This design comes from an exercise in tuning for small area on the open sky130 flow, not from production work.
Where RTL was checked, it was by simulation tests only, not by an equivalence proof against the original.
No functional check of the RTL was part of run 4.
In run 6 the design's own scripts or RTL, not TritonCTS, make the clock network.
The clock port is modelled as an ideal driver, which makes a skipped or thinned clock tree look cheaper than it is; a real chip needs a root buffer or a tree.
No activity file was given, so power comes from the tool's default toggle rates.

[flow/design.v]
`timescale 1ns / 1ps
module baud_decode(baud_control, tx_count, rx_count, rx_half, tx_btu, rx_btu);
    input    [3:0]  baud_control;
    input   [18:0]  tx_count, rx_count;
    input           rx_half;           
    output          tx_btu, rx_btu;
    wire    [18:0]  rx_c = {rx_count[18:1], rx_count[0] | rx_half};
    function automatic covers(input [18:0] c, input [3:0] code);
        case (code)
            4'd0:    covers = &(c | ~19'd333_333);
            4'd1:    covers = &(c | ~19'd83_333);
            4'd2:    covers = &(c | ~19'd41_667);
            4'd3:    covers = &(c | ~19'd20_833);
            4'd5:    covers = &(c | ~19'd5_208);
            4'd6:    covers = &(c | ~19'd2_604);
            4'd7:    covers = &(c | ~19'd1_736);
            4'd8:    covers = &(c | ~19'd868);
            4'd9:    covers = &(c | ~19'd434);
            4'd10:   covers = &(c | ~19'd217);
            4'd11:   covers = &(c | ~19'd109);
            default: covers = &(c | ~19'd10_417);
        endcase
    endfunction
    assign tx_btu = covers(tx_count, baud_control);
    assign rx_btu = covers(rx_c, baud_control);
endmodule
`timescale 1ns / 1ps
module PED(reset, clk, rise, ped);
    input       clk, reset, rise;
    output      ped;
    reg         p1, ped;
    always @(posedge clk)
        if (reset) begin
            p1  <= 1'b1;
            ped <= 1'b0;
        end else begin
            p1  <= rise;
            ped <= p1;
        end
endmodule
`timescale 1ns / 1ps
module Rx_engine(clk, rst, BTU, count, START, EIGHT, PEN, OHEL, RX,
                 READS, UART_RDATA, PERR, FERR, OVF, RX_RDY, rise);
    input           clk, rst;
    input           BTU;
    output [18:0]   count;
    output          START;
    input           EIGHT, PEN, OHEL;
    input           RX;
    input           READS;
    output  [7:0]   UART_RDATA;
    output          PERR, FERR, OVF, RX_RDY, rise;
    reg             active;           
    reg    [18:0]   count;
    reg     [3:0]   bit_count;
    reg     [9:0]   shift_reg;        
    reg             PERR, FERR, OVF, RX_RDY;
    wire            bc0   = (bit_count == 4'd0);
    assign          START = active & bc0;    
    wire            DONE  = bit_count[3] & (bit_count[0] | (EIGHT ^ PEN))
                                         & (bit_count[1] | ~(EIGHT | PEN));
    assign          rise  = DONE & ~RX_RDY;
    always @(posedge clk, posedge rst)
        if (rst)
            active <= 1'b0;
        else
            active <= (~active | bc0) ? ~RX : ~DONE;
    always @(posedge clk) begin
        count     <= (active & ~BTU) ?
                     {count[18:1] + {17'b0, count[0] | START}, ~count[0] & ~START} : 19'd0;
        bit_count <= active ? bit_count + {3'b0, BTU} : 4'd0;
    end
    wire            shift = BTU & active & ~bc0;
    always @(posedge clk)
        if (rst)
            shift_reg <= 10'b0;
        else if (shift)
            shift_reg <= {RX, (EIGHT & PEN) ? shift_reg[9] : RX,
                          (EIGHT | PEN) ? shift_reg[8] : RX, shift_reg[7:1]};
    assign UART_RDATA = shift_reg[7:0];
    wire Stop_Bit = (EIGHT & PEN) ? shift_reg[9] : (EIGHT | PEN) ? shift_reg[8] : shift_reg[7];
    reg             par;
    always @(posedge clk)
        if (BTU)
            par <= ~START & (par ^ RX);
    wire Parity_Error = PEN & DONE & (par ^ Stop_Bit ^ OHEL);
    always @(posedge clk, posedge rst)
        if (rst) begin
            PERR   <= 1'b0;
            FERR   <= 1'b0;
            OVF    <= 1'b0;
            RX_RDY <= 1'b0;
        end else begin
            if (Parity_Error)             PERR <= 1'b1;
            else if (READS)               PERR <= 1'b0;
            if (~Stop_Bit & DONE)         FERR <= 1'b1;
            else if (READS)               FERR <= 1'b0;
            if (DONE & active & RX_RDY)   OVF  <= 1'b1;
            else if (READS)               OVF  <= 1'b0;
            if (DONE)                     RX_RDY <= 1'b1;
            else if (READS)               RX_RDY <= 1'b0;
        end
endmodule
`timescale 1ns / 1ps
module transmit_engine(clk, rst, write, out_port, eight, pen, ohel,
                       btu, count, TxRdy, Tx, rise);
    input           clk, rst;
    input           write, eight, pen, ohel;
    input           btu;
    output [18:0]   count;
    input   [7:0]   out_port;
    output          TxRdy, Tx, rise;
    reg             TxRdy, doit;
    reg    [18:0]   count;
    reg     [3:0]   bit_count;
    reg             write_reg;
    reg    [10:0]   shift_reg;
    wire            done = (bit_count == 4'd11);
    assign          rise = done & ~TxRdy;
    assign          Tx   = shift_reg[0];
    always @(posedge clk, posedge rst)
        if (rst) begin
            TxRdy <= 1'b1;
            doit  <= 1'b0;
        end else begin
            if (done)       TxRdy <= 1'b1;
            else if (write) TxRdy <= 1'b0;
            if (write)      doit  <= 1'b1;
            else if (done)  doit  <= 1'b0;
        end
    always @(posedge clk) begin
        count     <= (doit & ~btu) ? count + 19'd1 : 19'd0;
        bit_count <= doit ? bit_count + {3'b0, btu} : 4'd0;
        write_reg <= write;
    end
    wire            par = ^out_port[6:0] ^ (eight & out_port[7]) ^ ohel;
    wire            b9  = eight ? out_port[7] : (pen ? par : 1'b1);
    wire            b10 = (eight & pen) ? par : 1'b1;
    always @(posedge clk)
        if (rst)
            shift_reg[0] <= 1'b1;
        else if (write_reg)
            shift_reg[0] <= 1'b1;
        else if (btu)
            shift_reg[0] <= shift_reg[1];
    always @(posedge clk)
        if (write_reg)
            shift_reg[1] <= 1'b0;
        else if (btu)
            shift_reg[1] <= shift_reg[2];
    always @(posedge clk)
        if (write)
            shift_reg[10:2] <= {b10, b9, out_port[6:0]};
        else if (btu & ~write_reg)
            shift_reg[10:2] <= {1'b1, shift_reg[10:3]};
endmodule
`timescale 1ns / 1ps
module UART(clk, rst, WRITES, READS, UDI, RX, UART_INT, TX, UDO);
    input               clk, rst, RX;
    input       [7:0]   READS, WRITES;
    input       [7:0]   UDI;
    output              TX, UART_INT;
    output      [7:0]   UDO;
    reg         [7:1]   UART_config;
    reg         [7:0]   UDO;
    wire       [18:0]   tx_count, rx_count;
    wire                tx_btu, rx_btu, rx_half;
    wire        [7:0]   UART_RDATA;
    wire                TX_RDY, RX_RDY, TX_RISE, RX_RISE;
    wire                PERR, FERR, OVF;
    always @(posedge clk)
        if (rst)
            UART_config <= 7'b0;
        else if (WRITES[6])
            UART_config <= UDI[7:1];
    baud_decode
        BAUD_DECODE(.baud_control(UART_config[7:4]),
                    .tx_count(tx_count),
                    .rx_count(rx_count),
                    .rx_half(rx_half),
                    .tx_btu(tx_btu),
                    .rx_btu(rx_btu));
    Rx_engine
        RX_engine   (.clk(clk),
                     .rst(rst),
                     .BTU(rx_btu),
                     .count(rx_count),
                     .START(rx_half),
                     .EIGHT(UART_config[3]),
                     .PEN(UART_config[2]),
                     .OHEL(UART_config[1]),
                     .RX(RX),
                     .READS(READS[0]),
                     .UART_RDATA(UART_RDATA),
                     .PERR(PERR),
                     .FERR(FERR),
                     .OVF(OVF),
                     .RX_RDY(RX_RDY),
                     .rise(RX_RISE));
    transmit_engine
        TX_engine   (.clk(clk),
                     .rst(rst),
                     .write(WRITES[0]),
                     .out_port(UDI),
                     .eight(UART_config[3]),
                     .pen(UART_config[2]),
                     .ohel(UART_config[1]),
                     .btu(tx_btu),
                     .count(tx_count),
                     .TxRdy(TX_RDY),
                     .Tx(TX),
                     .rise(TX_RISE));
    always @(*)
        if (READS[0])
            UDO = UART_RDATA;
        else if (READS[1])
            UDO = {3'b0, OVF, FERR, PERR, TX_RDY, RX_RDY};
        else
            UDO = 8'b0;
    PED
        IntPED (.reset(rst), .clk(clk), .rise(RX_RISE | TX_RISE), .ped(UART_INT));
endmodule
[flow/flow/run.sh]
#!/bin/bash
# The standard layout (standard.sh), with three changes:
#  - synthesis maps the logic with an area-oriented ABC script (flow/area.abc);
#    everything else in synthesis is ORFS's and the standard flow's own script;
#  - the port buffers are the smallest buffer cell;
#  - the clock tree is built without dummy loads.
set -euo pipefail
here=$(pwd)
export AREA_SYNTH_DIR=$here
sed 's#^source $::env(SCRIPTS_DIR)/synth_preamble.tcl$#source $::env(SCRIPTS_DIR)/synth_preamble.tcl\nlset abc_args 1 '"$here"'/flow/area.abc#' \
  "$FLOW_HOME/scripts/synth.tcl" > my_synth.tcl
grep -q "flow/area.abc" my_synth.tcl
bash standard.sh "SYNTH_SCRIPT=$here/flow/area_synth.tcl" \
  "BUFFER_PORTS_ARGS=-buffer_cell sky130_fd_sc_hd__buf_1" \
  "CTS_ARGS=-sink_clustering_enable -repair_clock_nets -dont_use_dummy_load -sink_clustering_size 30 -sink_clustering_max_diameter 300 -buf_list sky130_fd_sc_hd__clkbuf_8" \
  finish > standard_flow.log 2>&1
[flow/flow/area.abc]
&get -n
&st
&syn2
&dch
&nf -p -R 1000
&st
&syn2
&dch
&nf -p -R 1000
&st
&syn2
&dch
&nf -p -R 1000
&st
&syn2
&dch
&nf -p -R 1000
&put
[flow/flow/area_synth.tcl]
# synth_recipe.tcl's synthesis (ORFS synth.tcl, without the fsm and share
# passes, flattened, function nets renamed), with ABC mapping for area:
# my_synth.tcl is ORFS's synth.tcl with the ABC script set to area.abc.
proc synth {args} { yosys synth -nofsm -noshare {*}$args }
source $::env(AREA_SYNTH_DIR)/my_synth.tcl
# left out here: clear keep_hierarchy, flatten, clean up, hide names made inside functions, write 1_2_yosys.v
[flow/standard.sh]
#!/bin/bash
# synth_recipe.tcl (not shown) runs the flow's synth.tcl, then flattens the netlist and writes it again
# the make line also repeats each setting of config.mk as NAME=value (left out here)
make -C /OpenROAD-flow-scripts/flow DESIGN_CONFIG=/design/flow/config.mk WORK_HOME=/design/flow/orfs CLKGATE_MAP_FILE= SYNTH_SCRIPT=/design/flow/synth_recipe.tcl "${@:-finish}"
[flow/config.mk]
export PLATFORM = sky130hd
export DESIGN_NAME = UART
export DESIGN_NICKNAME = UART
export VERILOG_FILES = /design/flow/design.v
export SDC_FILE = /design/flow/constraint.sdc
export NUM_CORES = 4
export LEC_CHECK = 0
export CAP_MARGIN = 20
export CORE_MARGIN = 2
export CORE_UTILIZATION = 70
export PLACE_DENSITY = 0.75
export SLEW_MARGIN = 20
[flow/constraint.sdc]
create_clock -name core_clock -period 10.0 [get_ports {clk}]
set_input_delay 2.0000 -clock core_clock [delete_from_list [all_inputs] [get_ports {clk}]]
set_output_delay 2.0000 -clock core_clock [all_outputs]
set_load 0.01 [all_outputs]
==> notes.md, run 1 <==
* Post-synthesis compound-gate area fraction at 0.0974
* Die area at 6100 sq um
* Layout Area Growth over Synthesis at 7.91%
* Worst-path clk slew at 0.07 ns
* Period utilization at 0.477
* Area leader, netlist: dfxtp_1
* Slowest cell on crit path: buf_1
* RSZ-0062 raised after global routing: false
* Gates resized, CTS repair at 0
* CTS tree: done
* FF+latch count, synth at 85
* Largest net degree at the start of global routing at 21
* Routed len/inst at 15.1 um
* Initial antenna violation count at 0
* Initial Util at 0.738
* Max Used Layer: met4
* CP most frequent cell: buf_1
* Critical Path Fanout Max at 17
* Seq pwr share at 0.595
* Largest cells by area after synthesis: dfxtp_1, edfxtp_1, nor2_1, xnor2_1, nand2_1
* DPL Wire Length at 5720 um
* CP Launch Type: primary input
* Sw Share at 0.284
* Vias per inst at 6.00
* R2r startpoint: RX_engine.active
* Met1 wire length at 3820 um
* VDD IR max at 0.000136 V
* FF-to-FF setup slack at 6.90 ns
* DRC viols at 0
* Synth Area in Simple Gates at 0.247
* Post-CTS Hold Buffers at 0
* # rows at 26
* Final Power at 0.689 mW
* Share of total power in the clock network at 0.274
* Worst flop-to-flop path endpoint: RX_engine.bit_count[1]
* CTS HTree Levels at 3
* Reg2reg path depth at 12
* Crit path arrival time at 2.77 ns
* Post-synthesis sequential area ratio at 0.478
* Logic pwr share at 0.131
* DRT iter0 DRCs at 243
* MaxCap Viol Count at 0
* Drt first pass iters at 5
* Routed vias at 3185
* DRT Wirelength at 8000 um
* Cell Area, Placed at 4020 sq um
* Setup TNS Final at 0 ns
* Worst slew pin tran at 0.732 ns
* Outcome: no timing/DRC/antenna violations
* Port Buf Inserts at 24
* EDFF count, synth at 10
* Largest family of logic cells by synthesized area: simple AND/OR/NAND/NOR gates
* Ports at 37
* Die Ht at 78.1 um
* # Post-CTS Setup Buffers at 0
* Width of the die at 78.1 um
* Top FF cell, synth: dfxtp_1
* Met2 wire length at 3640 um
* Crit path kind: primary input to output port
* Post-synthesis mux area share at 0.0414
* CTS Buffer Depth at 2
* Final hold vios at 0
* DRT antenna net count at 0
* Cells after Synth at 428
* Core area at 5200 sq um
* Vias in the first global route at 2910
* Total grt overflow at 0
* Cell Area, Synth at 3840 sq um
* Clock sink total at 85
* Area share of the largest cell type after synthesis at 0.354
* Xor/xnor share of the synthesized area at 0.0866
* Fillers at 374
* Max-slew violations at 0
* Total CTS buffers at 9
* Critical path, cell by cell: buf_1, nand2_1, o21ai_0, buf_1
* Syn Area/Cell at 8.98 sq um
* CP required at 8.00 ns
* Post-synth cell types at 36
* Clock latency on the worst-skew pair at 0.36 ns
* Cell-internal power at 0.493 mW
* Diode count at 0
* Period minus WS final at 4.77 ns
* Gpl congestion at 0.981
* Pwr Density at 166 nW/um^2
* Final setup violation count at 0
* Post-route cell area at 4150 sq um
* Crit. End Element: output port
* Leak at 1.46 nW
* Top cells by count, synth: dfxtp_1, nor2_1, nand2_1
* CP peak stage delay at 0.41 ns
* Min-delay worst type: flip-flop to flip-flop
* CTS root buf: clkbuf_8
* CP startpoint: READS[0]
* Post-Synth Adder-Cell Area at 0.0293
* Sw power at 0.196 mW
* Met3 Wirelength at 409 um
* Global-route wire length before repair at 13600 um
* Max Fclk at 0.210 GHz
* Most common cell in the synthesized netlist: dfxtp_1
* Nets at 499
* Skew final at 0.0178 ns
* Asr flop ratio synth at 0.0824
* Synth warnings at 5
* Net count after synthesis at 464
* Total track usage at 0.281
* Layout cells sized above 1 at 0.0239
* Slew headroom at 0.512
* Crit path to: UDO[0]
==> layout by cell type, fill, tap and decap left out, drive strengths merged, types with 2 or more instances in the layout <==
master / n
a31oi: 5
nor3: 12
o221ai: 2
nor3b: 2
nor2: 56
buf: 24
nand3: 28
nor4: 5
a21oi: 18
and3: 8
mux2: 7
a21o: 2
a211oi: 4
dfxtp: 68
nand2b: 4
nor2b: 9
xnor2: 21
clkinv: 20
o31ai: 2
mux2i: 8
o32ai: 2
o22ai: 4
and2: 12
ha: 9
o21ai: 23
edfxtp: 10
clkbuf: 9
nand2: 42
dfrtp: 6
nand4: 15
xor2: 17
==> worst min-delay path by stage <==
stage          startpoint  cells past startpoint    endpoint  slack (ns)
2_1_floorplan   IntPED.p1                      1  IntPED.ped        0.41
3_3_place_gp    IntPED.p1                      1  IntPED.ped        0.42
3_5_place_dp    IntPED.p1                      1  IntPED.ped        0.44
4_1_cts         IntPED.p1                      1  IntPED.ped        0.45
5_1_grt         IntPED.p1                      1  IntPED.ped        0.47
6_report        IntPED.p1                      1  IntPED.ped        0.44
==> worst max-delay path, delay by kind of cell <==
| family | cells | cell delay (ns) |
|---|---|---|
| buf+inv | 2 | 0.58 |
| simple gates | 1 | 0.10 |
| compound gates | 1 | 0.09 |
==> logic make-up (layout without fill, tap and decap cells) <==
| logic type | Yosys count | in the layout |
|---|---|---|
| xor gates and xnor gates | 38 | 38 |
| and+or+nand+nor | 197 | 197 |
| buffers and inverters | 20 | 53 |
| DFF | 85 | 85 |
| adders and majority gates | 9 | 9 |
| AOI/OAI and AO/OA | 64 | 64 |
| muxes | 15 | 15 |
==> power groups by stage <==
stage | Sequential, mW | Clock, mW | Combinational [mW]
finish | 0.410 | 0.189 | 0.0906
detailed placement | 0.417 | 0 | 0.0887
CTS | 0.409 | 0.191 | 0.0893
global route | 0.415 | 0.204 | 0.100
floorplan | 0.407 | 0 | 0.0663
global placement | 0.416 | 0 | 0.0831
==> through the flow <==
step,std cells,worst slack [ns],utilization,hold slack [ns]
finish,531,5.23,0.797,0.442
global route,531,5.07,0.797,0.473
CTS,531,5.22,0.796,0.447
detailed placement,522,5.22,0.772,0.436
global placement,522,5.23,0.772,0.422
floorplan,428,5.69,-,0.414
==> routing by layer <==
metal | vias to the layer above | GRT usage
li1 | 1578 | -
met1 | 1489 | 0.383
met2 | 102 | 0.443
met3 | 16 | 0.0793
met4 | 0 | 0.0737
met5 | - | 0
==> final cells by class <==
cell class / instances / area (sq um) / share of cell area
tap: 70 / 87.6 / 0.0211
sequential: 85 / 1840 / 0.443
timing repair buffer: 24 / 90.1 / 0.0217
multi-input combinational: 323 / 1930 / 0.466
inverter: 20 / 75.1 / 0.0181
clock buffer: 9 / 124 / 0.0299
==> inputs of run 2 (changes only) <==
--- a/flow/flow/run.sh
+++ b/flow/flow/run.sh
@@ -13,4 +13,4 @@
 bash standard.sh "SYNTH_SCRIPT=$here/flow/area_synth.tcl" \
   "BUFFER_PORTS_ARGS=-buffer_cell sky130_fd_sc_hd__buf_1" \
-  "CTS_ARGS=-sink_clustering_enable -repair_clock_nets -dont_use_dummy_load -sink_clustering_size 30 -sink_clustering_max_diameter 300 -buf_list sky130_fd_sc_hd__clkbuf_8" \
+  "CTS_ARGS=-sink_clustering_enable -repair_clock_nets -dont_use_dummy_load -sink_clustering_size 42 -sink_clustering_max_diameter 300 -sink_buffer_max_cap_derate 1.0 -buf_list sky130_fd_sc_hd__clkbuf_8" \
   finish > standard_flow.log 2>&1
==> run 2 against run 1 <==
- still clean
- utilization stayed put
- synthesized cell count stayed put
- wire length stayed put
- die area stayed put
- sequential cell count stayed put
- first-iteration DRC count stayed put
- worst hold slack stayed put
- non-clock buffer count stayed put
- total power stayed put
- sequential power hardly changed
- largest cell class unchanged
==> notes.md, run 2 <==
* Asr flop ratio synth at 0.0824 (unchanged)
* Port Buf Inserts at 24 (unchanged)
* Worst flop-to-flop path endpoint: RX_engine.bit_count[1]
* Drt first pass iters at 5 (unchanged)
* CP Buf/Inv Count at 2 (unchanged)
* # Post-CTS Setup Buffers at 0 (unchanged)
* Met1 wire length at 3820 um (unchanged)
* Area share of the largest cell type after synthesis at 0.354 (unchanged)
* CP required at 8.00 ns (about the same)
* Reg2reg path depth at 12 (unchanged)
* Top cells by count, synth: dfxtp_1, nor2_1, nand2_1
* Nets at 499 (unchanged)
* Routed vias at 3185 (unchanged)
* # rows at 26 (unchanged)
* Crit path arrival time at 2.77 ns (about the same)
* Crit. End Element: output port
* Final Non-Filler Cells at 531 (unchanged)
* Pwr Density at 166 nW/um^2 (unchanged)
* Vias per inst at 6.00 (unchanged)
* Worst slew pin tran at 0.732 ns (unchanged)
* Cell Area, Placed at 4020 sq um (unchanged)
* DPL Wire Length at 5720 um (unchanged)
* Met3 Wirelength at 409 um (unchanged)
* Post-route cell area at 4150 sq um (unchanged)
* Ports at 37 (unchanged)
* Die area at 6100 sq um (unchanged)
* Final hold vios at 0 (unchanged)
* Gates resized, CTS repair at 0 (unchanged)
* Max Fclk at 0.210 GHz (unchanged)
* Synth warnings at 5 (unchanged)
* DRT antenna net count at 0 (unchanged)
* Net count after synthesis at 464 (unchanged)
* Share of total power in the clock network at 0.274 (about the same)
* CTS root buf: clkbuf_8
* Total CTS buffers at 9 (unchanged)
* Syn Area/Cell at 8.98 sq um (unchanged)
* Period minus WS final at 4.77 ns (unchanged)
* Cell-internal power at 0.493 mW (unchanged)
* VDD IR max at 0.000136 V (unchanged)
* Global-route wire length before repair at 13600 um (unchanged)
* Min-delay worst type: flip-flop to flip-flop
* Kind of cell adding the most delay to the critical path: buffers and inverters
* Max-slew violations at 0 (unchanged)
* Setup TNS Final at 0 ns (unchanged)
* Seq pwr share at 0.595 (about the same)
* Inst Count DP at 522 (unchanged)
* Most common cell after layout, fill and taps aside: dfxtp_1
* FF-to-FF setup slack at 6.90 ns (about the same)
* DRC viols at 0 (unchanged)
* HP Start: IntPED.p1
* CP Launch Type: primary input
* Logic pwr share at 0.131 (about the same)
* Leak at 1.46 nW (unchanged)
* Diode count at 0 (unchanged)
* Post-CTS Hold Buffers at 0 (unchanged)
* MaxCap Viol Count at 0 (unchanged)
* Die Ht at 78.1 um (unchanged)
* Area leader, netlist: dfxtp_1
* Layout Area Growth over Synthesis at 7.91% (unchanged)
* Fillers at 374 (unchanged)
* Outcome: no timing/DRC/antenna violations
* Most common cell in the synthesized netlist: dfxtp_1
* Largest cells by area after synthesis: dfxtp_1, edfxtp_1, nor2_1, xnor2_1, nand2_1
* Crit path kind: primary input to output port
* Total grt overflow at 0 (unchanged)
* Critical Path Fanout Max at 17 (unchanged)
* Final setup violation count at 0 (unchanged)
* Most frequent cells in the layout: dfxtp_1, nor2_1, nand2_1
* WHS Endpoint: IntPED.ped
* Width of the die at 78.1 um (unchanged)
* Clock latency on the worst-skew pair at 0.36 ns (about the same)
* Period utilization at 0.477 (unchanged)
* RSZ-0062 raised after global routing: false
* Met2 wire length at 3640 um (unchanged)
* CP peak stage delay at 0.41 ns (about the same)
* Slowest cell on crit path: buf_1
* Vias in the first global route at 2910 (unchanged)
* Routed len/inst at 15.1 um (unchanged)
* Post-synth cell types at 36 (unchanged)
* Skew final at 0.0178 ns (unchanged)
* Clock sink total at 85 (unchanged)
* Hold Path Depth at 1 (unchanged)
* Worst-path clk slew at 0.07 ns (about the same)
* Final Power at 0.689 mW (unchanged)
* EDFF count, synth at 10 (unchanged)
* Hold Slack at 0.442 ns (unchanged)
* DRT iter0 DRCs at 243 (unchanged)
* Gpl congestion at 0.981 (unchanged)
* FF+latch count, synth at 85 (unchanged)
* Critical path, cell by cell: buf_1, nand2_1, o21ai_0, buf_1
* R2r startpoint: RX_engine.active
* Sw Share at 0.284 (unchanged)
* CP most frequent cell: buf_1
* DRT Wirelength at 8000 um (unchanged)
* CTS tree: done
* Largest net degree at the start of global routing at 21 (unchanged)
* Sw power at 0.196 mW (unchanged)
* Initial antenna violation count at 0 (unchanged)
* Cells after Synth at 428 (unchanged)
* Total track usage at 0.281 (unchanged)
* Top FF cell, synth: dfxtp_1
* CTS Buffer Depth at 2 (unchanged)
* Post-synthesis sequential area ratio at 0.478 (unchanged)
* Layout cells sized above 1 at 0.0239 (unchanged)
* CTS HTree Levels at 3 (unchanged)
* Max Used Layer: met4
* Initial Util at 0.738 (unchanged)
* Core area at 5200 sq um (unchanged)
* Slew headroom at 0.512 (unchanged)
* Cell Area, Synth at 3840 sq um (unchanged)
## run 2: final cells by class
cell class / count / area (sq um) / area share
multi-input combinational: 323 / 1930 / 0.466
sequential: 85 / 1840 / 0.443
clock buffer: 9 / 124 / 0.0299
timing repair buffer: 24 / 90.1 / 0.0217
tap: 70 / 87.6 / 0.0211
inverter: 20 / 75.1 / 0.0181
## run 2: logic make-up after synthesis
group | count (synthesis) | synth area share
simple gates | 197 | 0.247
flops | 85 | 0.478
compound gates | 64 | 0.0974
xor+xnor | 38 | 0.0866
buf+inv | 20 | 0.0195
mux | 15 | 0.0414
fa+ha+maj | 9 | 0.0293
## run 2: through the flow
stage	utilization	worst slack, ns
floorplan	-	5.69
global placement	0.772	5.23
detailed placement	0.772	5.22
CTS	0.796	5.22
global route	0.797	5.07
finish	0.797	5.23
## run 2: power by group through the flow
stage                     Clock, mW  Combinational [mW]  Sequential, mW
after floorplan                   0              0.0663           0.407
after global placement            0              0.0831           0.416
after detailed placement          0              0.0887           0.417
after CTS                     0.191              0.0893           0.409
after global routing          0.204               0.100           0.415
final                         0.189              0.0906           0.410
## run 2: worst register-to-register path, stage by stage (launching register included)
cell and delay, ns:
dfrtp_1 0.48, a21oi_1 0.35, clkinv_1 0.19, ha_1 0.26, nand4_1 0.12, nor3_1 0.06, nor4_1 0.31, nand4_1 0.13
o21ai_0 0.24, clkinv_1 0.21, ha_1 0.25, ha_1 0.26, and2_0 0.14
## run 2: layer usage
metal / track usage / vias to the layer above
li1: - / 1578
met1: 0.383 / 1489
met4: 0.0737 / 0
met3: 0.0793 / 16
met5: 0 / -
met2: 0.443 / 102
## run 2: worst max-delay path by stage
stage                  start      to  slack [ns]  cells after the start
floorplan           READS[1]  UDO[0]        5.69                      2
global placement    READS[0]  UDO[6]        5.23                      3
detailed placement  READS[0]  UDO[7]        5.22                      3
CTS                 READS[0]  UDO[7]        5.22                      3
global route        READS[0]  UDO[3]        5.07                      4
finish              READS[0]  UDO[0]        5.23                      4
==> inputs of run 3 (changes only) <==
--- a/flow/flow/run.sh
+++ b/flow/flow/run.sh
@@ -13,4 +13,4 @@
 bash standard.sh "SYNTH_SCRIPT=$here/flow/area_synth.tcl" \
   "BUFFER_PORTS_ARGS=-buffer_cell sky130_fd_sc_hd__buf_1" \
-  "CTS_ARGS=-sink_clustering_enable -repair_clock_nets -dont_use_dummy_load -sink_clustering_size 42 -sink_clustering_max_diameter 300 -sink_buffer_max_cap_derate 1.0 -buf_list sky130_fd_sc_hd__clkbuf_8" \
+  "CTS_ARGS=-sink_clustering_enable -repair_clock_nets -dont_use_dummy_load -buf_list sky130_fd_sc_hd__clkbuf_4 -root_buf sky130_fd_sc_hd__clkbuf_8" \
   finish > standard_flow.log 2>&1
==> run 3 against run 2 <==
- sequential power barely moved
- wire length did not move
- critical path depth did not move
- register-to-register slack barely moved
- fmax did not move
- non-clock buffer count did not move
- first-iteration DRC count did not move
- cell count did not move
- total power did not move
- utilization did not move
- die area did not move
==> notes.md, run 3 <==
* FF+latch count, synth at 85 (unchanged)
* Fillers at 374 (unchanged)
* Top cells by count, synth: dfxtp_1, nor2_1, nand2_1
* Gates resized, CTS repair at 0 (unchanged)
* Die area at 6100 sq um (unchanged)
* Total grt overflow at 0 (unchanged)
* CP startpoint: READS[0]
* Largest net degree at the start of global routing at 21 (unchanged)
* Max Fclk at 0.210 GHz (unchanged)
* Area leader, netlist: dfxtp_1
* Vias per inst at 6.00 (unchanged)
* CP required at 8.00 ns (about the same)
* R2r startpoint: RX_engine.active
* Period utilization at 0.477 (unchanged)
* EDFF count, synth at 10 (unchanged)
* # rows at 26 (unchanged)
* Total CTS buffers at 9 (unchanged)
* Most common cell in the synthesized netlist: dfxtp_1
* Width of the die at 78.1 um (unchanged)
* FF+latch area at 1840 sq um (unchanged)
* HP Start: IntPED.p1
* Routed len/inst at 15.1 um (unchanged)
* MaxCap Viol Count at 0 (unchanged)
* Routed vias at 3185 (unchanged)
* Cells after Synth at 428 (unchanged)
* Max-slew violations at 0 (unchanged)
* Vias in the first global route at 2910 (unchanged)
* CTS root buf: clkbuf_8
* Layout Area Growth over Synthesis at 7.91% (unchanged)
* # Post-CTS Setup Buffers at 0 (unchanged)
* VDD IR max at 0.000136 V (unchanged)
* Period minus WS final at 4.77 ns (unchanged)
* Diode count at 0 (unchanged)
* Skew final at 0.0178 ns (unchanged)
* Post-synth cell types at 36 (unchanged)
* CTS Buffer Depth at 2 (unchanged)
* Post-CTS Hold Buffers at 0 (unchanged)
* Critical Path Fanout Max at 17 (unchanged)
* Die Ht at 78.1 um (unchanged)
* Pwr Density at 166 nW/um^2 (unchanged)
* Drt first pass iters at 5 (unchanged)
* Most common cell after layout, fill and taps aside: dfxtp_1
* DRT Wirelength at 8000 um (unchanged)
* Top FF cell, synth: dfxtp_1
* Outcome: no timing/DRC/antenna violations
* Global-route wire length before repair at 13600 um (unchanged)
* Final setup violation count at 0 (unchanged)
* Multi-input gate area at 1930 sq um (unchanged)
* Nets at 499 (unchanged)
* Layout cells sized above 1 at 0.0239 (unchanged)
* CP Launch Type: primary input
* Synth warnings at 5 (unchanged)
* Area share of the largest cell type after synthesis at 0.354 (unchanged)
* Worst slew pin tran at 0.732 ns (unchanged)
* Min-delay worst type: flip-flop to flip-flop
* Syn Area/Cell at 8.98 sq um (unchanged)
* Core area at 5200 sq um (unchanged)
* Final hold vios at 0 (unchanged)
* Initial Util at 0.738 (unchanged)
* Initial antenna violation count at 0 (unchanged)
* Crit path kind: primary input to output port
* Port Buf Inserts at 24 (unchanged)
* Crit path arrival time at 2.77 ns (about the same)
* DRT antenna net count at 0 (unchanged)
* Gpl congestion at 0.981 (unchanged)
* Crit. End Element: output port
* DRC viols at 0 (unchanged)
* Largest cells by area after synthesis: dfxtp_1, edfxtp_1, nor2_1, xnor2_1, nand2_1
* DPL Wire Length at 5720 um (unchanged)
* Final Power at 0.689 mW (unchanged)
* DRT iter0 DRCs at 243 (unchanged)
* Ports at 37 (unchanged)
* Leak at 1.46 nW (unchanged)
* Cell Area, Synth at 3840 sq um (unchanged)
* Net count after synthesis at 464 (unchanged)
* Total track usage at 0.281 (unchanged)
* Slew headroom at 0.512 (unchanged)
* CTS tree: done
* Setup TNS Final at 0 ns (unchanged)
* Clock sink total at 85 (unchanged)
* Clock latency on the worst-skew pair at 0.36 ns (about the same)
* CTS HTree Levels at 3 (unchanged)
* RSZ-0062 raised after global routing: false
* Asr flop ratio synth at 0.0824 (unchanged)
* Post-synthesis sequential area ratio at 0.478 (unchanged)
* Most frequent cells in the layout: dfxtp_1, nor2_1, nand2_1
* Worst-path clk slew at 0.07 ns (about the same)
[run 3: cell counts after synthesis]
Identical to the previous run, type by type.
[run 3: report_power, final]
part	total, mW	internal, mW	switching [mW]
Combinational	0.0906	0.0377	0.0529
Sequential	0.410	0.375	0.0348
Clock	0.189	0.0806	0.108
[run 3: cell type report]
cell class,count,area share
Multi-Input combinational cell,323,0.466
Sequential cell,85,0.443
Clock buffer,9,0.0299
Timing Repair Buffer,24,0.0217
Tap cell,70,0.0211
Inverter,20,0.0181
[run 3: cell families (layout without fill, tap and decap cells)]
family                   Yosys count  in the layout  share of synthesized area
XOR/XNOR                          38             38                     0.0866
multiplexers                      15             15                     0.0414
AO/OA/AOI/OAI                     64             64                     0.0974
buffers and inverters             20             53                     0.0195
AND/OR/NAND/NOR                  197            197                      0.247
adder cells (fa/ha/maj)            9              9                     0.0293
flip-flops                        85             85                      0.478
[run 3: worst paths after layout]
kind / endpoint / slack, ns / depth (start not counted)
max: UDO[0] / 5.23 / 4
min: IntPED.ped / 0.44 / 1
max reg2reg: RX_engine.bit_count[1] / 6.90 / 12
min reg2reg: IntPED.ped / 0.44 / 1
max in group asynchronous: TX_engine.TxRdy / 7.85 / 2
min in group asynchronous: TX_engine.doit / 1.82 / 2
[run 3: per-stage QoR]
| step | hold slack [ns] | util | std cells | cell area (sq um) | setup slack [ns] |
|---|---|---|---|---|---|
| floorplan | 0.414 | - | 428 | 3840 | 5.69 |
| finish | 0.442 | 0.797 | 531 | 4150 | 5.23 |
| detailed placement | 0.436 | 0.772 | 522 | 4020 | 5.22 |
| CTS | 0.447 | 0.796 | 531 | 4140 | 5.22 |
| global placement | 0.422 | 0.772 | 522 | 4020 | 5.23 |
| global route | 0.473 | 0.797 | 531 | 4150 | 5.07 |
[run 3: metal layers]
metal	wire length, um	vias up	track usage	part of all wire
met5	0	-	0	0
met4	130	0	0.0737	0.016
met3	409	16	0.0793	0.051
met2	3640	102	0.443	0.46
met1	3820	1489	0.383	0.48
li1	-	1578	-	-
[run 3: worst max-delay path: stages]
cell     delay [ns]
buf_1          0.41
nand2_1        0.10
o21ai_0        0.09
buf_1          0.17
==> inputs of run 4 (changes only) <==
--- a/flow/design.v
+++ b/flow/design.v
@@ -5,4 +5,22 @@
     input           rx_half;           
     output          tx_btu, rx_btu;
+    reg             tx_end;
+    wire    [18:0]  c = tx_count;
+    always @(*)
+        case (baud_control)
+            4'd0    : tx_end = c[18] & c[17] & ~c[16] & ~c[15] & ~c[14] & c[13] & ~c[12] & c[11] & c[10] & ~c[8] & ~c[7] & c[6] & ~c[5] & ~c[4] & c[3] & ~c[1] & ~c[0];  
+            4'd1    : tx_end = c[18] & ~c[16] & ~c[15] & c[14] & ~c[13] & c[12] & c[11] & ~c[9] & ~c[8] & ~c[6] & ~c[5] & c[4] & ~c[1] & ~c[0];  
+            4'd2    : tx_end = c[17] & ~c[16] & ~c[15] & c[14] & c[13] & c[12] & c[11] & ~c[10] & c[9] & ~c[8] & ~c[7] & ~c[5] & ~c[3];  
+            4'd3    : tx_end = ~c[14] & c[13] & c[12] & ~c[10] & c[9] & c[8] & ~c[7] & c[5] & c[4] & ~c[3] & ~c[2] & ~c[1];  
+            4'd5    : tx_end = c[18] & c[17] & c[15] & ~c[14] & c[13] & ~c[12] & c[11] & ~c[9] & ~c[8] & c[5];  
+            4'd6    : tx_end = c[18] & ~c[17] & ~c[15] & c[14] & c[13] & c[12] & c[9] & ~c[8] & ~c[7];  
+            4'd7    : tx_end = ~c[11] & c[8] & c[6] & ~c[5] & c[4] & c[1] & ~c[0];  
+            4'd8    : tx_end = c[17] & c[16] & ~c[15] & c[14] & ~c[11] & ~c[6];  
+            4'd9    : tx_end = ~c[13] & c[4] & ~c[3] & c[1] & ~c[0];  
+            4'd10   : tx_end = ~c[16] & c[14] & ~c[10];  
+            4'd11   : tx_end = ~c[18] & c[17] & ~c[14];  
+            default : tx_end = ~c[17] & c[16] & ~c[15] & c[14] & ~c[12] & c[11] & ~c[9] & ~c[8] & c[7] & ~c[6] & ~c[2];  
+        endcase
+    assign tx_btu = tx_end;
     wire    [18:0]  rx_c = {rx_count[18:1], rx_count[0] | rx_half};
     function automatic covers(input [18:0] c, input [3:0] code);
@@ -22,5 +40,4 @@
         endcase
     endfunction
-    assign tx_btu = covers(tx_count, baud_control);
     assign rx_btu = covers(rx_c, baud_control);
 endmodule
@@ -130,5 +147,5 @@
         end
     always @(posedge clk) begin
-        count     <= (doit & ~btu) ? count + 19'd1 : 19'd0;
+        count     <= (doit & ~btu) ? {count[17:0], ~(count[18] ^ count[17])} : 19'd0;
         bit_count <= doit ? bit_count + {3'b0, btu} : 4'd0;
         write_reg <= write;
--- a/flow/flow/run.sh
+++ b/flow/flow/run.sh
@@ -13,4 +13,4 @@
 bash standard.sh "SYNTH_SCRIPT=$here/flow/area_synth.tcl" \
   "BUFFER_PORTS_ARGS=-buffer_cell sky130_fd_sc_hd__buf_1" \
-  "CTS_ARGS=-sink_clustering_enable -repair_clock_nets -dont_use_dummy_load -buf_list sky130_fd_sc_hd__clkbuf_4 -root_buf sky130_fd_sc_hd__clkbuf_8" \
+  "CTS_ARGS=-sink_clustering_enable -repair_clock_nets -dont_use_dummy_load" \
   finish > standard_flow.log 2>&1
==> flow/flow/area.abc (replaced) <==
&get -n
&st
&dc2
&dch -f
&nf -p -a -R 1000
&st
&dc2
&dch -f
&nf -p -a -R 1000
&st
&dc2
&dch -f
&nf -p -a -R 1000
&st
&dc2
&dch -f
&nf -p -a -R 1000
&st
&dc2
&dch -f
&nf -p -a -R 1000
&put
==> run 4 against run 3 <==
- worst setup slack worse by 0.024 ns
- utilization down 0.56 points
- fmax down 0.51%
- synthesized cell count down 9.3%
- critical endpoint is now UDO[1]
- largest cell class is now sequential cells
==> notes.md, run 4 <==
* Outcome: no timing/DRC/antenna violations
* Worst flop-to-flop path endpoint: RX_engine.count[18]
* Final hold vios at 0 (unchanged)
* Post-synth cell types at 47 (+31%)
* DRT Wirelength at 8120 um (+1.5%)
* Core area at 5110 sq um (-1.9%)
* Max-slew violations at 0 (unchanged)
* Die area at 5920 sq um (-2.9%)
* Most common cell after layout, fill and taps aside: dfxtp_1
* Period utilization at 0.479 (+0.00243)
* Drt first pass iters at 5 (unchanged)
* DPL Wire Length at 5550 um (-3.0%)
* Cell Area, Synth at 3720 sq um (-3.1%)
* Crit. End Element: output port
* Sw Share at 0.243 (-0.0409)
* Total grt overflow at 0 (unchanged)
* CP required at 8.00 ns (about the same)
* Port Buf Inserts at 24 (unchanged)
* Nets at 463 (-7.2%)
* Min-delay worst type: flip-flop to flip-flop
* Inst Count DP at 484 (-7.3%)
* Critical Path Fanout Max at 17 (unchanged)
* Post-CTS Hold Buffers at 0 (unchanged)
* Synth warnings at 5 (unchanged)
* CTS Buffer Depth at 2 (unchanged)
* CP startpoint: READS[0]
* Syn Area/Cell at 9.60 sq um (+6.9%)
* Net count after synthesis at 426 (-8.2%)
* Share of total power in the clock network at 0.312 (+0.038)
* DRC viols at 0 (unchanged)
* Post-synthesis sequential area ratio at 0.494 (+0.0153)
* Final setup violation count at 0 (unchanged)
* Layout Area Growth over Synthesis at 8.50%
* Clock latency on the worst-skew pair at 0.36 ns (about the same)
* Pwr Density at 151 nW/um^2 (-9.5%)
* Initial Util at 0.729 (-0.00917)
* Seq pwr share at 0.618 (+0.023)
* Crit path to: UDO[1]
* Most common cell in the synthesized netlist: dfxtp_1
* Cell-internal power at 0.460 mW (-6.7%)
* Final Non-Filler Cells at 493 (-7.2%)
* Most frequent cells in the layout: dfxtp_1, nor2_1, nand2_1
* RSZ-0062 raised after global routing: false
* Area leader, netlist: dfxtp_1
* Largest net degree at the start of global routing at 26 (+24%)
* Area share of the largest cell type after synthesis at 0.366 (+0.0113)
* Ports at 37 (unchanged)
* Routed len/inst at 16.5 um (+9.3%)
* Skew final at 0.0313 ns (+0.0135 ns)
* Gpl congestion at 0.877 (-11%)
* MaxCap Viol Count at 0 (unchanged)
* Cells after Synth at 388 (-9.3%)
* FF-to-FF setup slack at 6.89 ns (about the same)
* Global-route wire length before repair at 13900 um (+2.4%)
* Reg2reg path depth at 11 (-1)
* Hold Slack at 0.428 ns (-0.0142 ns)
* Core Util, Final at 0.791 (-0.00560)
* Vias in the first global route at 2963 (+1.8%)
* Crit path arrival time at 2.79 ns (+0.02 ns)
* Leak at 1.56 nW (+6.9%)
* CTS HTree Levels at 3 (unchanged)
* Total track usage at 0.296 (+0.0150)
* CTS tree: done
* Routed vias at 3103 (-2.6%)
* Worst slew pin tran at 0.915 ns (+0.184 ns)
* FF+latch area at 1840 sq um (unchanged)
* Sw power at 0.148 mW (-24%)
* Vias per inst at 6.29 (+4.9%)
* Top FF cell, synth: dfxtp_1
* VDD IR max at 0.000105 V (-22%)
* Top cells by count, synth: dfxtp_1, nor2_1, nand2_1
* Period minus WS final at 4.79 ns (+0.0243 ns)
* Diode count at 0 (unchanged)
* Setup TNS Final at 0 ns (unchanged)
* Max Fclk at 0.209 GHz (-0.51%)
* Crit path kind: primary input to output port
* Slew headroom at 0.390 (-0.122)
* DRT antenna net count at 0 (unchanged)
* Asr flop ratio synth at 0.0824 (unchanged)
* Fillers at 356 (-4.8%)
* Total CTS buffers at 9 (unchanged)
* # rows at 26 (unchanged)
* DRT iter0 DRCs at 243 (unchanged)
* CTS root buf: clkbuf_8
* Layout cells sized above 1 at 0.0284 (+0.00451)
* Die Ht at 76.9 um (-1.5%)
* Logic pwr share at 0.070 (-0.061)
* EDFF count, synth at 10 (unchanged)
* Worst-path clk slew at 0.09 ns (+0.02 ns)
* Clock sink total at 85 (unchanged)
* Multi-input gate area at 1830 sq um (-5.5%)
* Width of the die at 76.9 um (-1.5%)
* FF+latch count, synth at 85 (unchanged)
* R2r startpoint: RX_engine.bit_count[0]
* # Post-CTS Setup Buffers at 0 (unchanged)
* Largest cells by area after synthesis: dfxtp_1, edfxtp_1, and3_1, dfrtp_1, mux2i_1
* Initial antenna violation count at 0 (unchanged)
* CP Launch Type: primary input
* Gates resized, CTS repair at 0 (unchanged)
-- run 4: cell families after synthesis --
kind of cell    Yosys count  synth area share
mux                      22            0.0615
fa+ha+maj                11            0.0370
flops                    85             0.494
compound gates           61             0.102
buf+inv                  16            0.0161
simple gates            180             0.259
xor+xnor                 13            0.0306
-- run 4: layout make-up --
type                    count  area share
clock buffers               9      0.0307
flip-flops and latches     85       0.455
repair buffers             26      0.0260
multi-input cells         287       0.452
inverters                  16      0.0149
well taps                  70      0.0217
-- run 4: power by group through the flow --
stage	clock network (mW)	logic [mW]	registers, mW
5_1_grt	0.201	0.0469	0.378
3_5_place_dp	0	0.0412	0.383
4_1_cts	0.189	0.0422	0.375
6_report	0.190	0.0425	0.376
3_3_place_gp	0	0.0396	0.383
2_1_floorplan	0	0.0285	0.377
-- run 4: per-stage QoR --
stage	area (sq um)	setup slack, ns	power [mW]
after floorplan	3720	5.75	0.406
after global placement	3920	5.22	0.422
after detailed placement	3920	5.21	0.424
after CTS	4040	5.21	0.607
after global routing	4040	5.09	0.627
final	4040	5.21	0.608
-- run 4: per-layer routing --
metal / routed length, um / up-vias / global-route usage
met2: 3960 / 123 / 0.484
met3: 502 / 21 / 0.0482
met5: 0 / - / 0
li1: - / 1494 / -
met1: 3450 / 1465 / 0.384
met4: 211 / 0 / 0.142
-- run 4: how the worst min path moves through the flow --
stage / start / to / slack, ns / cells after the start
after global placement: IntPED.p1 / IntPED.ped / 0.42 / 1
final: TX_engine.write_reg / TX_engine.shift_reg[1] / 0.43 / 1
after global routing: TX_engine.write_reg / TX_engine.shift_reg[1] / 0.44 / 1
after detailed placement: IntPED.p1 / IntPED.ped / 0.42 / 1
after CTS: TX_engine.write_reg / TX_engine.shift_reg[1] / 0.43 / 1
after floorplan: IntPED.p1 / IntPED.ped / 0.41 / 1
-- run 4: worst max-delay path, cell delays in order --
cell and delay (ns):
buf_1 0.42, a21oi_1 0.08, a21oi_1 0.13, buf_1 0.16
==> inputs of run 5 (changes only) <==
--- a/flow/design.v
+++ b/flow/design.v
@@ -9,16 +9,16 @@
     always @(*)
         case (baud_control)
-            4'd0    : tx_end = c[18] & c[17] & ~c[16] & ~c[15] & ~c[14] & c[13] & ~c[12] & c[11] & c[10] & ~c[8] & ~c[7] & c[6] & ~c[5] & ~c[4] & c[3] & ~c[1] & ~c[0];  
-            4'd1    : tx_end = c[18] & ~c[16] & ~c[15] & c[14] & ~c[13] & c[12] & c[11] & ~c[9] & ~c[8] & ~c[6] & ~c[5] & c[4] & ~c[1] & ~c[0];  
-            4'd2    : tx_end = c[17] & ~c[16] & ~c[15] & c[14] & c[13] & c[12] & c[11] & ~c[10] & c[9] & ~c[8] & ~c[7] & ~c[5] & ~c[3];  
-            4'd3    : tx_end = ~c[14] & c[13] & c[12] & ~c[10] & c[9] & c[8] & ~c[7] & c[5] & c[4] & ~c[3] & ~c[2] & ~c[1];  
-            4'd5    : tx_end = c[18] & c[17] & c[15] & ~c[14] & c[13] & ~c[12] & c[11] & ~c[9] & ~c[8] & c[5];  
-            4'd6    : tx_end = c[18] & ~c[17] & ~c[15] & c[14] & c[13] & c[12] & c[9] & ~c[8] & ~c[7];  
-            4'd7    : tx_end = ~c[11] & c[8] & c[6] & ~c[5] & c[4] & c[1] & ~c[0];  
-            4'd8    : tx_end = c[17] & c[16] & ~c[15] & c[14] & ~c[11] & ~c[6];  
-            4'd9    : tx_end = ~c[13] & c[4] & ~c[3] & c[1] & ~c[0];  
-            4'd10   : tx_end = ~c[16] & c[14] & ~c[10];  
-            4'd11   : tx_end = ~c[18] & c[17] & ~c[14];  
-            default : tx_end = ~c[17] & c[16] & ~c[15] & c[14] & ~c[12] & c[11] & ~c[9] & ~c[8] & c[7] & ~c[6] & ~c[2];  
+            4'd0    : tx_end = ~c[18] & c[17] & c[16] & c[15] & c[14] & ~c[13] & ~c[12] & c[11] & ~c[10] & c[9] & c[8] & ~c[6] & c[3] & c[2] & c[1] & c[0];  
+            4'd1    : tx_end = c[18] & ~c[17] & ~c[15] & c[14] & c[13] & ~c[12] & c[11] & ~c[10] & ~c[9] & ~c[8] & ~c[7] & ~c[6] & c[4] & c[1];  
+            4'd2    : tx_end = ~c[18] & c[17] & c[16] & c[15] & ~c[14] & c[13] & c[11] & c[10] & ~c[9] & ~c[8] & ~c[7] & c[5] & c[3];  
+            4'd3    : tx_end = c[18] & c[17] & c[16] & c[15] & c[14] & ~c[13] & c[11] & c[10] & ~c[9] & c[8] & c[7] & ~c[4];  
+            4'd5    : tx_end = c[18] & ~c[17] & ~c[16] & c[14] & ~c[13] & c[11] & c[9] & c[8] & ~c[5] & c[3];  
+            4'd6    : tx_end = c[17] & ~c[13] & c[11] & ~c[9] & ~c[8] & ~c[6] & ~c[5] & c[1];  
+            4'd7    : tx_end = ~c[15] & ~c[13] & ~c[12] & c[8] & ~c[7] & c[6] & c[5] & ~c[1];  
+            4'd8    : tx_end = ~c[14] & c[10] & c[9] & ~c[8] & c[7] & c[6];  
+            4'd9    : tx_end = c[17] & ~c[14] & ~c[13] & c[1];  
+            4'd10   : tx_end = c[9] & ~c[1] & ~c[0];  
+            4'd11   : tx_end = c[15] & ~c[1] & ~c[0];  
+            default : tx_end = ~c[18] & c[16] & c[15] & ~c[14] & ~c[13] & ~c[12] & c[11] & ~c[9] & ~c[8] & c[6] & ~c[5];  
         endcase
     assign tx_btu = tx_end;
@@ -147,5 +147,5 @@
         end
     always @(posedge clk) begin
-        count     <= (doit & ~btu) ? {count[17:0], ~(count[18] ^ count[17])} : 19'd0;
+        count     <= (doit & ~btu) ? {~count[17:0], count[18] ^ count[17]} : 19'd0;
         bit_count <= doit ? bit_count + {3'b0, btu} : 4'd0;
         write_reg <= write;
==> run 5 against run 4 <==
- fmax shrank 0.80%
- sequential power grew 22%
- clock power is essentially flat
- combinational power grew 110%
- largest cell class unchanged
- critical path type unchanged
- clock-buffer cell count is the same
- first-iteration DRC count shrank 2.1%
- sequential cell count is the same
- non-clock buffer count shrank 2
==> notes.md, run 5 <==
* Most common cell in the synthesized netlist: dfxtp_1
* WHS Endpoint: TX_engine.count[3]
* Area leader, netlist: dfxtp_1
* Leak at 1.54 nW (-1.5%)
* Met3 Wirelength at 392 um (-22%)
* Die area at 5890 sq um (-0.48%)
* Post-CTS Hold Buffers at 0 (unchanged)
* CTS tree: done
* Global-route wire length before repair at 12700 um (-9.2%)
* Top cells by count, synth: dfxtp_1, nor2_1, nand2_1
* EDFF count, synth at 10 (unchanged)
* Max-slew violations at 0 (unchanged)
* Total track usage at 0.267 (-0.0288)
* Worst-path clk slew at 0.06 ns (-0.03 ns)
* Critical Path Fanout Max at 17 (unchanged)
* Nets at 461 (-0.43%)
* CP Launch Type: primary input
* Width of the die at 76.8 um (-0.24%)
* Vias in the first global route at 2780 (-6.2%)
* DPL Wire Length at 5410 um (-2.6%)
* Synth warnings at 5 (unchanged)
* Gpl congestion at 0.891 (+1.6%)
* MaxCap Viol Count at 0 (unchanged)
* Outcome: no timing/DRC/antenna violations
* Worst flop-to-flop path endpoint: RX_engine.shift_reg[7]
* Period minus WS final at 4.83 ns (+0.0386 ns)
* Min-delay worst type: flip-flop to flip-flop
* Cell Area, Synth at 3700 sq um (-0.50%)
* Slew headroom at 0.327 (-0.0627)
* DRC viols at 0 (unchanged)
* Core area at 5110 sq um (unchanged)
* Final setup violation count at 0 (unchanged)
* Routed vias at 3025 (-2.5%)
* Fillers at 371 (+4.2%)
* Most common cell after layout, fill and taps aside: dfxtp_1
* Gates resized, CTS repair at 0 (unchanged)
* CTS HTree Levels at 3 (unchanged)
* Routed len/inst at 15.4 um (-6.3%)
* Area share of the largest cell type after synthesis at 0.367 (+0.00185)
* Max Used Layer: met4
* DRT iter0 DRCs at 238 (-2.1%)
* Final Power at 0.736 mW (+21%)
* Most frequent cells in the layout: dfxtp_1, nor2_1, nand2_1
* Drt first pass iters at 5 (unchanged)
* Hold Path Depth at 1 (unchanged)
* Layout Area Growth over Synthesis at 8.14%
* Largest cells by area after synthesis: dfxtp_1, edfxtp_1, nor2_1, dfrtp_1, mux2i_1
* Largest net degree at the start of global routing at 21 (-19%)
* Clock sink total at 85 (unchanged)
* DRT Wirelength at 7580 um (-6.6%)
* Reg2reg path depth at 11 (unchanged)
* Cells after Synth at 388 (unchanged)
* Skew final at 0.0214 ns (-0.00993 ns)
* VDD IR max at 0.000188 V (+79%)
* Crit path arrival time at 2.83 ns (+0.04 ns)
* CP startpoint: READS[0]
* Initial antenna violation count at 0 (unchanged)
* FF+latch count, synth at 85 (unchanged)
* Top FF cell, synth: dfxtp_1
* DRT antenna net count at 0 (unchanged)
* Die Ht at 76.8 um (-0.24%)
* Worst slew pin tran at 1.01 ns (+0.0940 ns)
* Syn Area/Cell at 9.55 sq um (-0.50%)
* Post-synthesis sequential area ratio at 0.496 (+0.00250)
* Crit. End Element: output port
* Total grt overflow at 0 (unchanged)
* Asr flop ratio synth at 0.0824 (unchanged)
* Post-synth cell types at 49 (+4.3%)
* Setup TNS Final at 0 ns (unchanged)
* CTS root buf: clkbuf_8
* Layout cells sized above 1 at 0.0238 (-0.00462)
* FF-to-FF setup slack at 6.64 ns (-0.25 ns)
* Diode count at 0 (unchanged)
* Vias per inst at 6.16 (-2.1%)
* Total CTS buffers at 9 (unchanged)
* Net count after synthesis at 426 (unchanged)
* CP required at 8.00 ns (about the same)
* # Post-CTS Setup Buffers at 0 (unchanged)
* HP Start: TX_engine.count[2]
* Port Buf Inserts at 24 (unchanged)
* Ports at 37 (unchanged)
* Met2 wire length at 3650 um (-7.8%)
* Crit path kind: primary input to output port
* CTS Buffer Depth at 2 (unchanged)
* Met1 wire length at 3300 um (-4.2%)
* R2r startpoint: RX_engine.active
* # rows at 26 (unchanged)
* RSZ-0062 raised after global routing: false
* Pwr Density at 184 nW/um^2 (+22%)
* Max Fclk at 0.207 GHz (-0.80%)
* Core Util, Final at 0.784 (-0.00662)
* Initial Util at 0.725 (-0.00367)
* Period utilization at 0.483 (+0.00386)
* Final hold vios at 0 (unchanged)
* Clock latency on the worst-skew pair at 0.35 ns (about the same)
[run 5: critical path, cell delays in order]
cell and delay [ns]:
buf_1 0.44, a21oi_1 0.08, a21oi_1 0.14, buf_1 0.17
[run 5: worst max-delay path by stage]
stage | depth (start not counted) | end | slack, ns
CTS | 4 | UDO[1] | 5.18
detailed placement | 4 | UDO[1] | 5.18
global placement | 4 | UDO[1] | 5.19
global route | 4 | UDO[1] | 5.10
finish | 4 | UDO[1] | 5.17
floorplan | 2 | UDO[1] | 5.75
[run 5: kinds of logic (layout without fill, tap and decap cells)]
kind of cell               count (synthesis)  after routing  synth area share
xor gates and xnor gates                  19             19            0.0449
buffers and inverters                     16             49            0.0162
muxes                                     22             22            0.0618
adders and majority gates                 11             11            0.0371
DFF                                       85             85             0.496
AOI/OAI and AO/OA                         57             57            0.0993
and+or+nand+nor                          178            178             0.245
[run 5: cell type report]
class                           instances  area, sq um  share of cell area
Sequential cell                        85         1840               0.459
Multi-Input combinational cell        287         1810               0.451
Clock buffer                            9          124              0.0309
Timing Repair Buffer                   24         90.1              0.0225
Tap cell                               70         87.6              0.0219
Inverter                               16         60.1              0.0150
[run 5: metal layers]
layer	GRT usage	up-vias
met2	0.436	108
met4	0.127	0
met5	0	-
met1	0.346	1422
met3	0.0447	33
li1	-	1462
[run 5: power by group]
part           internal (mW)  switching [mW]  total [mW]
clock                 0.0806           0.106       0.187
sequential             0.397          0.0618       0.459
combinational         0.0452          0.0448      0.0899
total                  0.523           0.213       0.736
[run 5: through the flow]
stage / hold WS [ns] / instance area, sq um / worst slack, ns / instances
CTS: 0.416 / 4010 / 5.18 / 491
global placement: 0.400 / 3880 / 5.19 / 482
finish: 0.413 / 4010 / 5.17 / 491
global route: 0.429 / 4010 / 5.10 / 491
detailed placement: 0.407 / 3880 / 5.18 / 482
floorplan: 0.393 / 3700 / 5.75 / 388
==> inputs of run 6 (changes only) <==
--- a/flow/flow/run.sh
+++ b/flow/flow/run.sh
@@ -4,5 +4,7 @@
 #    everything else in synthesis is ORFS's and the standard flow's own script;
 #  - the port buffers are the smallest buffer cell;
-#  - the clock tree is built without dummy loads.
+#  - the clock tree is built by flow/manual_cts.tcl: the clock port drives one
+#    clock buffer, which drives six buffers, each for the flip-flops of one
+#    region of the core.
 set -euo pipefail
 here=$(pwd)
@@ -11,6 +13,8 @@
   "$FLOW_HOME/scripts/synth.tcl" > my_synth.tcl
 grep -q "flow/area.abc" my_synth.tcl
+export MCTS_N=6 MCTS_COLS=2 MCTS_MAXG=15 MCTS_CELL=sky130_fd_sc_hd__clkbuf_8 \
+  MCTS_ROOT=sky130_fd_sc_hd__clkbuf_2 MCTS_SLEW_PS=105 MCTS_BIG_CELL=sky130_fd_sc_hd__clkbuf_16
 bash standard.sh "SYNTH_SCRIPT=$here/flow/area_synth.tcl" \
   "BUFFER_PORTS_ARGS=-buffer_cell sky130_fd_sc_hd__buf_1" \
-  "CTS_ARGS=-sink_clustering_enable -repair_clock_nets -dont_use_dummy_load" \
+  "PRE_CTS_TCL=$here/flow/manual_cts.tcl" \
   finish > standard_flow.log 2>&1
==> flow/flow/area.abc (replaced) <==
&get -n
&st
&syn3
&dc2
&dch -f
&nf -p -a -R 1000
&st
&syn3
&dc2
&dch -f
&nf -p -a -R 1000
&st
&syn3
&dc2
&dch -f
&nf -p -a -R 1000
&put
==> flow/flow/manual_cts.tcl (new file) <==
# Clock tree built by hand, in place of clock_tree_synthesis (sourced before
# CTS as PRE_CTS_TCL; cts.tcl then calls the proc below instead of TritonCTS).
# The clock port drives MCTS_N clock buffers (MCTS_CELL) directly; each drives
# the flip-flops of one region of the core. The regions start as an even split
# by position (columns by x, then rows by y) and are then made compact by a few
# rounds of k-means. A buffer whose estimated clock-pin slew is over
# MCTS_SLEW_PS is swapped for MCTS_BIG_CELL.
proc clock_tree_synthesis { args } {
  set n $::env(MCTS_N)
  set cell $::env(MCTS_CELL)
  set db [ord::get_db]
  set block [ord::get_db_block]
  set master [$db findMaster $cell]
  set clk [$block findNet clk]
  set sinks {}
  foreach it [$clk getITerms] {
    set inst [$it getInst]
    set box [$inst getBBox]
    set x [expr {([$box xMin] + [$box xMax]) / 2}]
    set y [expr {([$box yMin] + [$box yMax]) / 2}]
    lappend sinks [list $x $y $it]
  }
  set total [llength $sinks]
  set cols $::env(MCTS_COLS)
  set rows [expr {$n / $cols}]
  set sinks [lsort -integer -index 0 $sinks]
  set groups {}
  for {set c 0} {$c < $cols} {incr c} {
    set a [expr {$c * $total / $cols}]
    set b [expr {($c + 1) * $total / $cols - 1}]
    set col [lsort -integer -index 1 [lrange $sinks $a $b]]
    set m [llength $col]
    for {set r 0} {$r < $rows} {incr r} {
      lappend groups [lrange $col [expr {$r * $m / $rows}] [expr {($r + 1) * $m / $rows - 1}]]
    }
  }
  # k-means, keeping each group within MCTS_MAXG sinks
  set maxg $::env(MCTS_MAXG)
  for {set round 0} {$round < 10} {incr round} {
    set cents {}
    foreach g $groups {
      set sx 0; set sy 0
      foreach s $g { incr sx [lindex $s 0]; incr sy [lindex $s 1] }
      lappend cents [list [expr {$sx / [llength $g]}] [expr {$sy / [llength $g]}]]
    }
    # assign sinks, nearest first, to the nearest centre with room
    set pairs {}
    foreach s $sinks {
      set k 0
      foreach c $cents {
        set d [expr {abs([lindex $s 0] - [lindex $c 0]) + abs([lindex $s 1] - [lindex $c 1])}]
        lappend pairs [list $d $k $s]
        incr k
      }
    }
    set pairs [lsort -integer -index 0 $pairs]
    set done [dict create]
    set new {}
    for {set k 0} {$k < $n} {incr k} { lappend new {} }
    foreach p $pairs {
      set s [lindex $p 2]
      set key [lindex $s 2]
      if {[dict exists $done $key]} { continue }
      set k [lindex $p 1]
      if {[llength [lindex $new $k]] >= $maxg} { continue }
      lset new $k [concat [lindex $new $k] [list $s]]
      dict set done $key 1
    }
    set groups $new
  }
  # optional root buffer between the clock port and the leaf buffers
  set src $clk
  if {[info exists ::env(MCTS_ROOT)] && $::env(MCTS_ROOT) ne ""} {
    set root [odb::dbInst_create $block [$db findMaster $::env(MCTS_ROOT)] "clkbuf_root"]
    set rnet [odb::dbNet_create $block "clknet_root"]
    $rnet setSigType CLOCK
    [$root findITerm A] connect $clk
    [$root findITerm X] connect $rnet
    set sx 0; set sy 0
    foreach s $sinks { incr sx [lindex $s 0]; incr sy [lindex $s 1] }
    $root setLocation [expr {$sx / $total}] [expr {$sy / $total}]
    $root setPlacementStatus PLACED
    puts "manual CTS: clkbuf_root ($::env(MCTS_ROOT)) drives the $n leaf buffers"
    set src $rnet
  }
  set i 0
  set bufs {}
  foreach g $groups {
    set sx 0; set sy 0
    foreach s $g { incr sx [lindex $s 0]; incr sy [lindex $s 1] }
    set cx [expr {$sx / [llength $g]}]
    set cy [expr {$sy / [llength $g]}]
    set buf [odb::dbInst_create $block $master "clkbuf_leaf_$i"]
    set net [odb::dbNet_create $block "clknet_leaf_$i"]
    $net setSigType CLOCK
    [$buf findITerm A] connect $src
    [$buf findITerm X] connect $net
    foreach s $g {
      set it [lindex $s 2]
      $it disconnect
      $it connect $net
    }
    $buf setLocation $cx $cy
    $buf setPlacementStatus PLACED
    puts "manual CTS: clkbuf_leaf_$i ($cell) drives [llength $g] flip-flops at ($cx, $cy)"
    lappend bufs $buf
    incr i
  }
  # upsize the buffers whose flip-flops would see too slow a clock edge
  set_propagated_clock [all_clocks]
  estimate_parasitics -placement
  foreach buf $bufs {
    set worst 0
    foreach it [[[$buf findITerm X] getNet] getITerms] {
      if {[$it isOutputSignal]} { continue }
      set pin [get_pins [[$it getInst] getName]/[[$it getMTerm] getName]]
      foreach a {slew_max_rise slew_max_fall} {
        set s [get_property $pin $a]
        if {$s > $worst} { set worst $s }
      }
    }
    set ps [expr {[sta::time_ui_sta $worst] * 1e12}]
    puts "manual CTS: [$buf getName] worst clock-pin slew [format %.1f $ps] ps"
    if {$ps > $::env(MCTS_SLEW_PS)} {
      replace_cell [$buf getName] $::env(MCTS_BIG_CELL)
      puts "manual CTS: [$buf getName] swapped for $::env(MCTS_BIG_CELL)"
    }
  }
}
==> run 6 against run 5 <==
- critical endpoint unchanged
- utilization is 0.86 points lower
- first-iteration DRC count is 36% lower
- via count is 0.89% lower
- still clean on timing, DRC and antenna
==> notes.md, run 6 <==
* Post-Synth Adder-Cell Area at 0.0373 (+0.000101)
* Period utilization at 0.487 (+0.00344)
* Outcome: no timing/DRC/antenna violations
* R2r startpoint: RX_engine.active
* Largest net degree at the start of global routing at 21 (unchanged)
* CP Buf/Inv Count at 2 (unchanged)
* Worst-path clk slew at 0.09 ns (+0.03 ns)
* EDFF count, synth at 10 (unchanged)
* CP peak stage delay at 0.46 ns (+0.02 ns)
* Total grt overflow at 0 (unchanged)
* Share of total power in the clock network at 0.206 (-0.048)
* Setup TNS Final at 0 ns (unchanged)
* Min-delay worst type: flip-flop to flip-flop
* MaxCap Viol Count at 0 (unchanged)
* Sw Share at 0.312 (+0.0229)
* Layout cells sized above 1 at 0.0209 (-0.00282)
* Initial antenna violation count at 0 (unchanged)
* # Post-CTS Setup Buffers at 0 (unchanged)
* FF-to-FF setup slack at 7.10 ns (+0.46 ns)
* Period minus WS final at 4.87 ns (+0.0344 ns)
* Vias per inst at 6.00 (-2.7%)
* Gpl congestion at 0.914 (+2.6%)
* Cell Area, Synth at 3690 sq um (-0.27%)
* # rows at 26 (unchanged)
* Total track usage at 0.254 (-0.0134)
* CP Launch Type: primary input
* VDD IR max at 0.000233 V (+24%)
* Xor/xnor share of the synthesized area at 0.0474 (+0.00249)
* Top FF cell, synth: dfxtp_1
* Reg2reg path depth at 13 (+2)
* Largest family of logic cells by synthesized area: simple AND/OR/NAND/NOR gates
* Clock latency on the worst-skew pair at 0.52 ns (+0.17 ns)
* Post-route cell area at 3960 sq um (-1.1%)
* Nets at 470 (+2.0%)
* Routed vias at 2998 (-0.89%)
* Critical path, cell by cell: buf_1, a21oi_1, a21oi_1, buf_1
* Most common cell after layout, fill and taps aside: dfxtp_1
* Post-synthesis compound-gate area fraction at 0.110 (+0.0108)
* Most frequent cells in the layout: dfxtp_1, nor2_1, nand2_1
* Core area at 5110 sq um (unchanged)
* Post-synth cell types at 43 (-12%)
* Crit path arrival time at 2.87 ns (+0.04 ns)
* Core Util, Final at 0.776 (-0.00857)
* Gates resized, CTS repair at 0 (unchanged)
* Final setup violation count at 0 (unchanged)
* Ports at 37 (unchanged)
* Worst flop-to-flop path endpoint: RX_engine.bit_count[2]
* Routed len/inst at 15.0 um (-2.6%)
* HP Start: TX_engine.count[2]
* Seq pwr share at 0.622 (-0.002)
* Synth warnings at 5 (unchanged)
* Post-synthesis mux area share at 0.0484 (-0.0134)
* Vias in the first global route at 2910 (+4.7%)
* Asr flop ratio synth at 0.0824 (unchanged)
* Sw power at 0.239 mW (+12%)
* Net count after synthesis at 437 (+2.6%)
* Die area at 5880 sq um (-0.26%)
* Pwr Density at 193 nW/um^2 (+5.2%)
* Critical Path Fanout Max at 17 (unchanged)
* Port Buf Inserts at 24 (unchanged)
* Cells after Synth at 399 (+2.8%)
* Post-synthesis sequential area ratio at 0.497 (+0.00134)
* DPL Wire Length at 5320 um (-1.5%)
* Width of the die at 76.7 um (-0.13%)
* WHS Endpoint: TX_engine.count[3]
* DRT Wirelength at 7520 um (-0.83%)
* Die Ht at 76.7 um (-0.13%)
* Hold Path Depth at 1 (unchanged)
* Area leader, netlist: dfxtp_1
* Initial Util at 0.723 (-0.00196)
* Cell Area, Placed at 3870 sq um (-0.26%)
==> run 6: cell types whose count changed in the layout (fill, tap and decap cells not counted), sizes merged, moves of 3 or more <==
cell / previous run / this run
o21ai: 11 / 21
a21oi: 15 / 24
clkinv: 16 / 21
mux2i: 15 / 10
nand4: 8 / 5
nor3: 10 / 13
==> run 6: per-stage QoR <==
stage | power (mW) | worst slack [ns] | hold WS, ns | instances
detailed placement | 0.613 | 5.16 | 0.409 | 493
finish | 0.765 | 5.13 | 0.417 | 500
floorplan | 0.563 | 5.75 | 0.392 | 399
CTS | 0.766 | 5.16 | 0.419 | 500
global route | 0.806 | 5.01 | 0.436 | 500
global placement | 0.605 | 5.19 | 0.405 | 493
==> run 6: kinds of logic (layout without fill, tap and decap cells) <==
| family | count (synthesis) | in the layout |
|---|---|---|
| simple gates | 176 | 176 |
| compound gates | 69 | 69 |
| xor+xnor | 20 | 20 |
| fa+ha+maj | 11 | 11 |
| flops | 85 | 85 |
| buf+inv | 21 | 52 |
| mux | 17 | 17 |
==> run 6: layout make-up <==
| cell class | instances | area, sq um |
|---|---|---|
| multi-input combinational | 293 | 1780 |
| inverter | 21 | 78.8 |
| fill | 378 | 1140 |
| sequential | 85 | 1840 |
| buffer | 7 | 87.6 |
| timing repair buffer | 24 | 90.1 |
| tap | 70 | 87.6 |
==> run 6: how the worst max path moves through the flow <==
stage | start | to | slack [ns] | cells past startpoint
2_1_floorplan | READS[1] | UDO[1] | 5.75 | 2
4_1_cts | READS[0] | UDO[1] | 5.16 | 4
3_3_place_gp | READS[0] | UDO[1] | 5.19 | 4
3_5_place_dp | READS[0] | UDO[1] | 5.16 | 4
5_1_grt | READS[0] | UDO[1] | 5.01 | 4
6_report | READS[0] | UDO[1] | 5.13 | 4
==> run 6: routing by layer <==
metal,GRT usage,wire length [um],up-vias
met2,0.463,3690,102
met1,0.320,3280,1406
met3,0.0212,327,22
met4,0.0800,223,0
li1,-,-,1468
met5,0,0,-
==> run 6: worst reg2reg max path, cell delays in order (launching register included) <==
cell      delay, ns
dfrtp_1        0.50
a21o_1         0.24
ha_1           0.22
nand3_1        0.10
o22ai_1        0.08
a32oi_1        0.19
o21ai_0        0.11
a22oi_1        0.49
clkinv_1       0.21
ha_1           0.25
ha_1           0.21
nand2_1        0.09
nand2_1        0.06
nor2_1         0.10
==> run 6: power by group through the flow <==
stage | Clock, mW | Sequential (mW) | Combinational (mW)
6_report | 0.158 | 0.476 | 0.132
5_1_grt | 0.169 | 0.486 | 0.151
4_1_cts | 0.159 | 0.475 | 0.131
3_5_place_dp | 0 | 0.483 | 0.130
3_3_place_gp | 0 | 0.481 | 0.124
2_1_floorplan | 0 | 0.462 | 0.101

Re-timed with assumed drivers on the ports (clkbuf_16 on the clock, buf_2 on other inputs), run 6 has 5.112 ns of setup slack against 5.135 ns with ideal ports, and 5.112 ns once port delays also move by the mid clock arrival of 0.539 ns.
